Background: an optimization exercise with open tools, aiming at small area and a short achievable clock period. Do not read the settings as production practice.
In this exercise RTL edits were held to simulation tests only and were not proved equivalent to the original.

<file path="design/flow/config.mk">
export PLATFORM = sky130hd
export DESIGN_NAME = BU
export DESIGN_NICKNAME = BU
export VERILOG_FILES = /design/flow/design.v
export SDC_FILE = /design/flow/constraint.sdc
export NUM_CORES = 8
export LEC_CHECK = 0
export CAP_MARGIN = 20
export CORE_MARGIN = 2
export CORE_UTILIZATION = 40
export SLEW_MARGIN = 20
</file>
<file path="design/flow/constraint.sdc">
create_clock -name core_clock -period 10.0 [get_ports {clk_i}]
set_input_delay 2.0000 -clock core_clock [delete_from_list [all_inputs] [get_ports {clk_i}]]
set_output_delay 2.0000 -clock core_clock [all_outputs]
set_load 0.01 [all_outputs]
</file>
<file path="design/flow/design.v">
module Barret #(
    parameter WIDTH = 16
) (
    input   logic                           clk_i,
    input   logic                           rst_i,
    input   logic signed [(WIDTH*2)-1:0]    C,  
    output  logic        [13-1:0]        R
);
    localparam signed [44:0] QMOD = 45'd3329;
    logic signed [44:0] C45;
    assign C45 = {{(45 - (WIDTH*2)){C[(WIDTH*2)-1]}}, C};
    logic signed [44:0] s0;
    logic signed [44:0] s1;
    logic signed [44:0] C_hold0;
    logic signed [44:0] tmp;
    assign tmp = s0 >>> 26;
    always_ff @(posedge clk_i) begin
        if (rst_i) begin
            s0 <= 45'd0;
            s1 <= 45'd0;
            C_hold0 <= 45'd0;
        end else begin
            s0 <= (C45 << 14) + (C45 << 12) - (C45 << 8) - (C45 << 6) - C45;
            C_hold0 <= C45;
            s1 <= C_hold0 - (tmp << 11) - (tmp << 10) - (tmp << 8) - tmp;
        end
    end
    always_comb begin
        if (s1 < 0)  
            R = s1[12:0] + QMOD[12:0];
        else if (s1 >= QMOD)
            R = s1[12:0] - QMOD[12:0];
        else
            R = s1[12:0];
    end
endmodule
module BoothDecode_16b #(
    parameter int DATA_WIDTH = 16
)(
    input   logic [DATA_WIDTH-1:0] A,  
    input   logic [3:0] sel,  
    output  logic [DATA_WIDTH+1:0] res  
);
    localparam int RES_W = DATA_WIDTH + 2;
    logic signed [RES_W-1:0] a_ext;  
    logic signed [RES_W-1:0] a_x2;  
    logic signed [RES_W-1:0] a_x3;  
    logic signed [RES_W-1:0] a_x4;  
    assign a_ext = signed'({ {2{A[DATA_WIDTH-1]}}, A });
    assign a_x2 = a_ext <<< 1;  
    assign a_x3 = a_x2 + a_ext;  
    assign a_x4 = a_ext <<< 2;  
    always_comb begin
        unique case (sel)
            4'd0, 4'd15: res = {RES_W{1'b0}};  
            4'd1, 4'd2: res = a_ext;  
            4'd3, 4'd4: res = a_x2;  
            4'd5, 4'd6: res = a_x3;  
            4'd7: res = a_x4;  
            4'd8: res = -a_x4;  
            4'd9, 4'd10: res = -a_x3;  
            4'd11, 4'd12:res = -a_x2;  
            4'd13, 4'd14:res = -a_ext;  
            default: res = {RES_W{1'b0}};
        endcase
    end
endmodule
module BoothMul_R8 #(
    parameter int DATA_WIDTH = 13
)(
    input   logic clk_i,
    input   logic rst_i,
    input   logic [DATA_WIDTH - 1:0] a,
    input   logic [DATA_WIDTH - 1:0] b,
    output  logic [(DATA_WIDTH*2) - 1:0] R
);
    localparam int OUTW = DATA_WIDTH * 2;
    localparam int NUM_PP = 5;  
    localparam int DEC_W = DATA_WIDTH + 2;
    logic [DEC_W - 1:0] pp_raw [0:NUM_PP - 1];  
    logic [OUTW - 1:0] pp [0:NUM_PP - 1];  
    logic [14:0] b_ext;
    assign b_ext = signed'({ {2{b[DATA_WIDTH-1]}}, b });  
    logic [3:0] sel [0:NUM_PP - 1];
    assign sel[0] = {b_ext[2:0], 1'b0};  
    assign sel[1] = b_ext[5:2];  
    assign sel[2] = b_ext[8:5];  
    assign sel[3] = b_ext[11:8];  
    assign sel[4] = b_ext[14:11];  
    generate
    genvar i;
    for (i = 0; i < NUM_PP; i++) begin : gen_decode
        BoothDecode_16b #(
            .DATA_WIDTH(DATA_WIDTH)
        ) u_bd (
            .A(a),
            .sel(sel[i]),
            .res(pp_raw[i])
        );
    assign pp[i] = signed'({ { (OUTW-DEC_W){pp_raw[i][DEC_W-1]} }, pp_raw[i] });
    end
    endgenerate
    logic [OUTW-1:0] p0, p1, p2, p3, p4;
    assign p0 = pp[0];
    assign p1 = pp[1] << 3;
    assign p2 = pp[2] << 6;
    assign p3 = pp[3] << 9;
    assign p4 = pp[4] << 12;
    always_ff @(posedge clk_i) begin
        if (rst_i) begin
            R <= '0;
        end else begin
            R <= p0 + p1 + p2 + p3 + p4;
        end
    end
endmodule
module BU #(
    parameter int DATA_WIDTH = 13
)(
    input   logic                       clk_i,
    input   logic                       rst_i,  
    input   logic                       is_NTT,
    input   logic   [DATA_WIDTH-1:0]    A ,
    input   logic   [DATA_WIDTH-1:0]    B,
    input   logic   [DATA_WIDTH-2:0]    Zeta,
    output  logic   [DATA_WIDTH-2:0]    A_NTT,
    output  logic   [DATA_WIDTH-2:0]    B_NTT,
    output  logic   [DATA_WIDTH-2:0]    A_iNTT,
    output  logic   [DATA_WIDTH-2:0]    B_iNTT
);
    localparam logic [12:0] Q = 13'd3329;
    localparam int OUTW = DATA_WIDTH * 2;
    logic [DATA_WIDTH-1:0] chooseB, addAB, sub_res, add_res;
    logic [OUTW-1:0] oMul;
    logic [12:0] oBarretAdd, oBarretMul;
    logic [DATA_WIDTH-1:0] RegA, RegB, RegZ;
    logic [DATA_WIDTH-1:0] hold_a [0:3];
    logic [DATA_WIDTH-1:0] reg_chooseB, reg_Z;
    logic [DATA_WIDTH-1:0] hold_add_0, hold_add_1;
    logic [DATA_WIDTH-1:0] RegA_NTT_out, RegB_NTT_out, RegA_iNTT_out, RegB_iNTT_out;
    always_ff @(posedge clk_i) begin
        if (rst_i) begin
            RegA <= '0; 
            RegB <= '0; 
            RegZ <= '0;
        end else begin
            RegA <= A; 
            RegB <= B; 
            RegZ <= {1'b0, Zeta};
        end
    end
    always_ff @(posedge clk_i) begin
        if (rst_i) begin
            for (int i = 0; i < 4; i++) hold_a[i] <= '0;
        end else begin
            hold_a[0] <= RegA;
            hold_a[1] <= hold_a[0];
            hold_a[2] <= hold_a[1];
            hold_a[3] <= hold_a[2];
        end
    end
    assign chooseB = (is_NTT) 
                    ? RegB 
                    : (   (RegB < RegA) 
                        ? (RegB + Q - RegA) 
                        : (RegB - RegA) );
    assign addAB = (RegA + RegB >= Q) ? (RegA + RegB - Q) : (RegA + RegB);
    always_ff @(posedge clk_i) begin
        if (rst_i) begin
            reg_chooseB <= '0; 
            reg_Z <= '0;
        end else begin
            reg_chooseB <= chooseB;
            reg_Z <= RegZ;
        end
    end
    BoothMul_R8 #(
        .DATA_WIDTH(DATA_WIDTH)
    ) mul_inst (
        .clk_i(clk_i),
        .rst_i(rst_i),
        .a(reg_chooseB),
        .b(reg_Z),
        .R(oMul)
    );
    Barret Barret_inst0(
        .clk_i(clk_i),
        .rst_i(rst_i),  
        .C({ { (32-DATA_WIDTH){1'b0} }, addAB }),
        .R(oBarretAdd)
    );
    Barret Barret_inst1(
        .clk_i(clk_i),
        .rst_i(rst_i),
        .C({ { (32-OUTW){oMul[OUTW-1]} }, oMul }),
        .R(oBarretMul)
    );
    assign add_res = hold_a[3] + oBarretMul[DATA_WIDTH-1:0];
    assign sub_res =  (hold_a[3] < oBarretMul[DATA_WIDTH-1:0]) 
                    ? (hold_a[3] + Q - oBarretMul[DATA_WIDTH-1:0]) 
                    : (hold_a[3] - oBarretMul[DATA_WIDTH-1:0]);
    always_ff @(posedge clk_i) begin
        if (rst_i) begin
            hold_add_0 <= '0;
            hold_add_1 <= '0;
            RegA_NTT_out <= '0; 
            RegB_NTT_out <= '0;
            RegA_iNTT_out <= '0; 
            RegB_iNTT_out <= '0;
        end else begin
            hold_add_0 <= oBarretAdd[DATA_WIDTH-1:0];
            hold_add_1 <= hold_add_0;
            RegA_NTT_out <= (add_res >= Q) ? (add_res - Q) : add_res;
            RegB_NTT_out <= sub_res;
            RegA_iNTT_out <= hold_add_1[0] ? (hold_add_1 + Q) >> 1 : hold_add_1 >> 1;
            RegB_iNTT_out <= oBarretMul[0] ? (oBarretMul[DATA_WIDTH-1:0] + Q) >> 1 :
            oBarretMul[DATA_WIDTH-1:0] >> 1;
        end
    end
    assign A_NTT = (RegA_NTT_out[DATA_WIDTH-1]) ? RegA_NTT_out[DATA_WIDTH-2:0] : RegA_NTT_out[DATA_WIDTH-2:0];
    assign B_NTT =  (RegB_NTT_out[DATA_WIDTH-1]) ? RegB_NTT_out[DATA_WIDTH-2:0] : RegB_NTT_out[DATA_WIDTH-2:0];
    assign A_iNTT = (RegA_iNTT_out[DATA_WIDTH-1]) ? RegA_iNTT_out[DATA_WIDTH-2:0] : RegA_iNTT_out[DATA_WIDTH-2:0];
    assign B_iNTT = (RegB_iNTT_out[DATA_WIDTH-1]) ? RegB_iNTT_out[DATA_WIDTH-2:0] : RegB_iNTT_out[DATA_WIDTH-2:0];
endmodule
</file>
<file path="design/flow/run.sh">
#!/bin/bash
# synth_recipe.tcl (not shown) runs the flow's synth.tcl, then flattens the netlist and writes it again
# the make line also repeats each setting of config.mk as NAME=value (left out here)
make -C /OpenROAD-flow-scripts/flow DESIGN_CONFIG=/design/flow/config.mk WORK_HOME=/design/flow/orfs CLKGATE_MAP_FILE= SYNTH_SCRIPT=/design/flow/synth_recipe.tcl finish
</file>
==> notes.md <==

Global routing
The layer with the highest usage after global routing is met2. Global routing consumed, over all layers together, 21.2% of the routing resources. The number of global-route vias before repair is between 20000 and 30000. For this run, global-route usage on met2 was measured as between 30% and 40%.

Entering global routing, the biggest net connects about 120 pins. After global routing the overflow that remains totals 0. The number of antenna violations at the first check in global routing is 2. For this run, global-route usage on met3 was measured as about 3.2%. The first global-routing pass estimated roughly 150000 um of wire.

For this run, global-route usage on met1 was measured as around 28%.

Synth
Ranked by instance count, the synthesized netlist is headed by inv_1, ha_1, dfxtp_1. The synthesized netlist occupies a cell area of roughly 34000 um2. In this run, synthesis inferred 0 flip-flops with an integrated enable. During synthesis, Yosys emitted a total of 10 warnings.

By instance count, the leading cell after synthesis is inv_1. The average footprint of a synthesized cell is 8.32 um2. Counting every net in the synthesized netlist gives 4727. The number of synthesized register bits is between 300 and 400. For this run, the leading register cell type out of synthesis is dfxtp_1. The share of synthesized area occupied by flip-flops and latches is approximately 22%. The fraction of synthesis flops using an asynchronous set or reset pin is 0%. The library cell occupying the most area in the post-synthesis netlist is dfxtp_1. The netlist uses between 80 and 90 different library cells. Summed over its instances, the top area cell type makes up roughly 22% of the synthesized netlist area. The number of instances in the synthesized netlist is between 4000 and 5000.

In the post-synthesis netlist, the biggest area contributors are dfxtp_1, ha_1, fa_1, xnor2_1, inv_1.

Die
The initial utilization of the core area, before any placement, comes to about two fifths. The floorplan has approximately 110 rows. The overall die area is between 80000 and 90000 um2. The core box area is roughly 84000 um2. The vertical die dimension is between 200 and 300 um. In this run the count of I/O pins placed on the die edge is 89. In this run the horizontal extent of the chip is ~300 um.

Timing
Setup repair after global routing left no endpoint under its margin. The number of pins with negative max-slew slack in the final report came to 0. The worst-case clock skew is between 0.02 and 0.03 ns. The transition time at the pin with the least slew margin is between 1 and 1.5 ns. The routed design could run at a clock period as short as roughly 8.5 ns. Summed over all failing endpoints, the final setup total negative slack is 0 ns. The share of the clock period used by the worst path is between 80% and 90%.

The count of final hold-check violations is 0. In this run the tightest slew margin relative to its limit is between 10% and 20%. The maximum clock frequency is 118 MHz. Setup violations remaining at the end of the flow were counted as 0.

Clocking
No sink is reached through more buffers than the 3 on the longest clock path. The cell sitting at the root of the clock tree is a clkbuf_16. TritonCTS built the clock tree. Clock-pin slew was measured on the worst setup and hold paths at about 0.060 ns. The insertion delay of the later-clocked pin in the worst-skew pair is just under 0.6 ns. The H-tree depth is 2. The buffers inserted during post-CTS setup optimization is 0.

Counting the buffers created by CTS gives 44. The clock sink total is about 380. Buffers inserted to repair hold after CTS numbered 0. In this run, post-CTS repair resized a total of 0 instances.

Finish
The area added between synthesis and finish is 10.5%. The post-route netlist has 3.83% of its cells at a drive strength greater than 1. Cells fill between 40% and 50% of the core in the end. The final layout contains 4750 nets. Once layout is complete, the cells apart from fillers number between 5000 and 6000.

Worst setup path
The kind of capture point of the worst setup path is a flop. The cell that appears most often on the critical path is a21oi_1. The highest-delay cell along the critical path is nor3_1. The maximum fanout along the worst path is 12.

On the worst path, the slowest cell contributes a delay of roughly 0.68 ns. The path type of the worst setup path is flop to flop. Data arrives at the worst endpoint at between 8 and 9 ns. The critical path startpoint category is a flop. The required time of the critical path is 10.41 ns.

Placed design
The total placed cells including tap cells is approximately 5200. Routability-driven placement finished with a final weighted congestion of slightly above 1. The count of buffers from port buffering is 88.

The HPWL after detailed placement is approximately 72000 um.

Drt
After detailed routing, the number of remaining DRC violations is 0. After detailed routing, the average wire length per cell comes to between 15 and 20 um. The post-route antenna net violation count is 0. The total via count in the routed design is about 28000. The count of routing violations after the opening detailed-route iteration is 2194.

The via count normalized by instance count is approximately 5.4. The first detailed-routing pass took 9 iterations. The total routed wirelength is slightly above 90000 um.

Run status
The run finished with no timing, DRC or antenna violations.

Min path
The worst min-delay path category is flop to flop.

Flow run
The number of max-cap violations is 0.
stage by stage:
stage | worst slack (ns) | hold WS [ns] | instance area (um2)
after floorplan | 2.43 | 0.414 | 34000
after global placement | 1.91 | 0.417 | 36000
after detailed placement | 1.79 | 0.420 | 36100
after CTS | 1.72 | 0.432 | 37600
after global routing | 0.629 | 0.448 | 37600
final | 1.54 | 0.432 | 37600
layout make-up:
| type | count | area, um2 |
|---|---|---|
| Fill cell | 8286 | 46400 |
| Multi-Input combinational cell | 3073 | 24000 |
| Clock inverter | 30 | 377 |
| Inverter | 495 | 1860 |
| Timing Repair Buffer | 120 | 1130 |
| Tap cell | 1134 | 1420 |
| Sequential cell | 381 | 7630 |
| Clock buffer | 50 | 1150 |
| Antenna cell | 1 | 2.50 |
layout by cell type, fill, tap and decap left out, drive strengths merged, types with 37 or more instances in the layout:
cell           instances
a211oi                50
a21o                  85
a21oi                269
clkbuf                50
clkdlybuf4s50         87
dfxtp                381
fa                   188
ha                   406
inv                  500
nand2                213
nand2b                57
nand3                 62
nand4                 39
nor2                 375
nor2b                162
nor3                  95
o21ai                184
o21bai                37
xnor2                219
xor2                  93
kinds of logic (layout without fill, tap and decap cells):
kind of cell	after synthesis	count (layout)	synth area share, %
buffers and inverters	638	695	7.06
muxes	20	20	0.607
and+or+nand+nor	1172	1172	16.9
xor gates and xnor gates	312	312	8.05
adders and majority gates	595	595	26.0
other	0	1	0
DFF	381	381	22.4
AOI/OAI and AO/OA	974	974	19.0
sequential cells by signal (all words and copies together), names as in the netlist, 18 cells and up:
register              flops
Barret_inst0.s0          18
Barret_inst0.s1          45
Barret_inst1.C_hold0     26
Barret_inst1.s0          19
Barret_inst1.s1          45
hold_a                   52
mul_inst.R               26
final timing paths:
| check | startpoint | slack, ns | to | cells after the start |
|---|---|---|---|---|
| worst max register to register | reg_chooseB[2] | 1.54 | mul_inst.R[25] | 32 |
| worst max-delay path | reg_chooseB[2] | 1.54 | mul_inst.R[25] | 32 |
| worst min-delay path | hold_a[0][10] | 0.43 | hold_a[1][10] | 1 |
| worst min register to register | hold_a[0][10] | 0.43 | hold_a[1][10] | 1 |
worst max-delay path, delay by kind of cell, from the launching register on:
family	cells	cell delay (ns)
adders and majority gates	5	1.72
and+or+nand+nor	4	1.22
DFF	1	0.67
buffers and inverters	2	0.33
AOI/OAI and AO/OA	17	3.25
xor gates and xnor gates	4	1.10
routing by layer:
metal | share of wire (%) | wire, um
met4 | 3.1 | 2820
met5 | 0 | 0
met2 | 46 | 42200
met1 | 45 | 41500
met3 | 5.8 | 5370

separate check: timing with driven ports:
How much do the figures lean on ideal ports? The routed layout below was timed once more, with nothing changed but the port constraints. Step 1 (the two cells are an assumption about what drives the block):
set clk [get_ports {clk_i}]
set_driving_cell -lib_cell sky130_fd_sc_hd__clkbuf_16 $clk
set_driving_cell -lib_cell sky130_fd_sc_hd__buf_2 [delete_from_list [all_inputs] $clk]
Step 2 times the ports against the registers' clock, not the clock port: input delays grow and output delays shrink by t, the midpoint of the rising clock arrivals with the driver on. Three values: ideal, step 1, step 2; two values: the first two.
shift t [ns]: 0.633
setup slack, ns: 1.541 / 1.541 / 1.541
worst register clock-pin slew, ns: 0.07 / 0.07
After both steps setup and hold are still met in this run. The setup slack of this run moves by 0.000 ns with the drivers and by 0.000 ns with both steps.
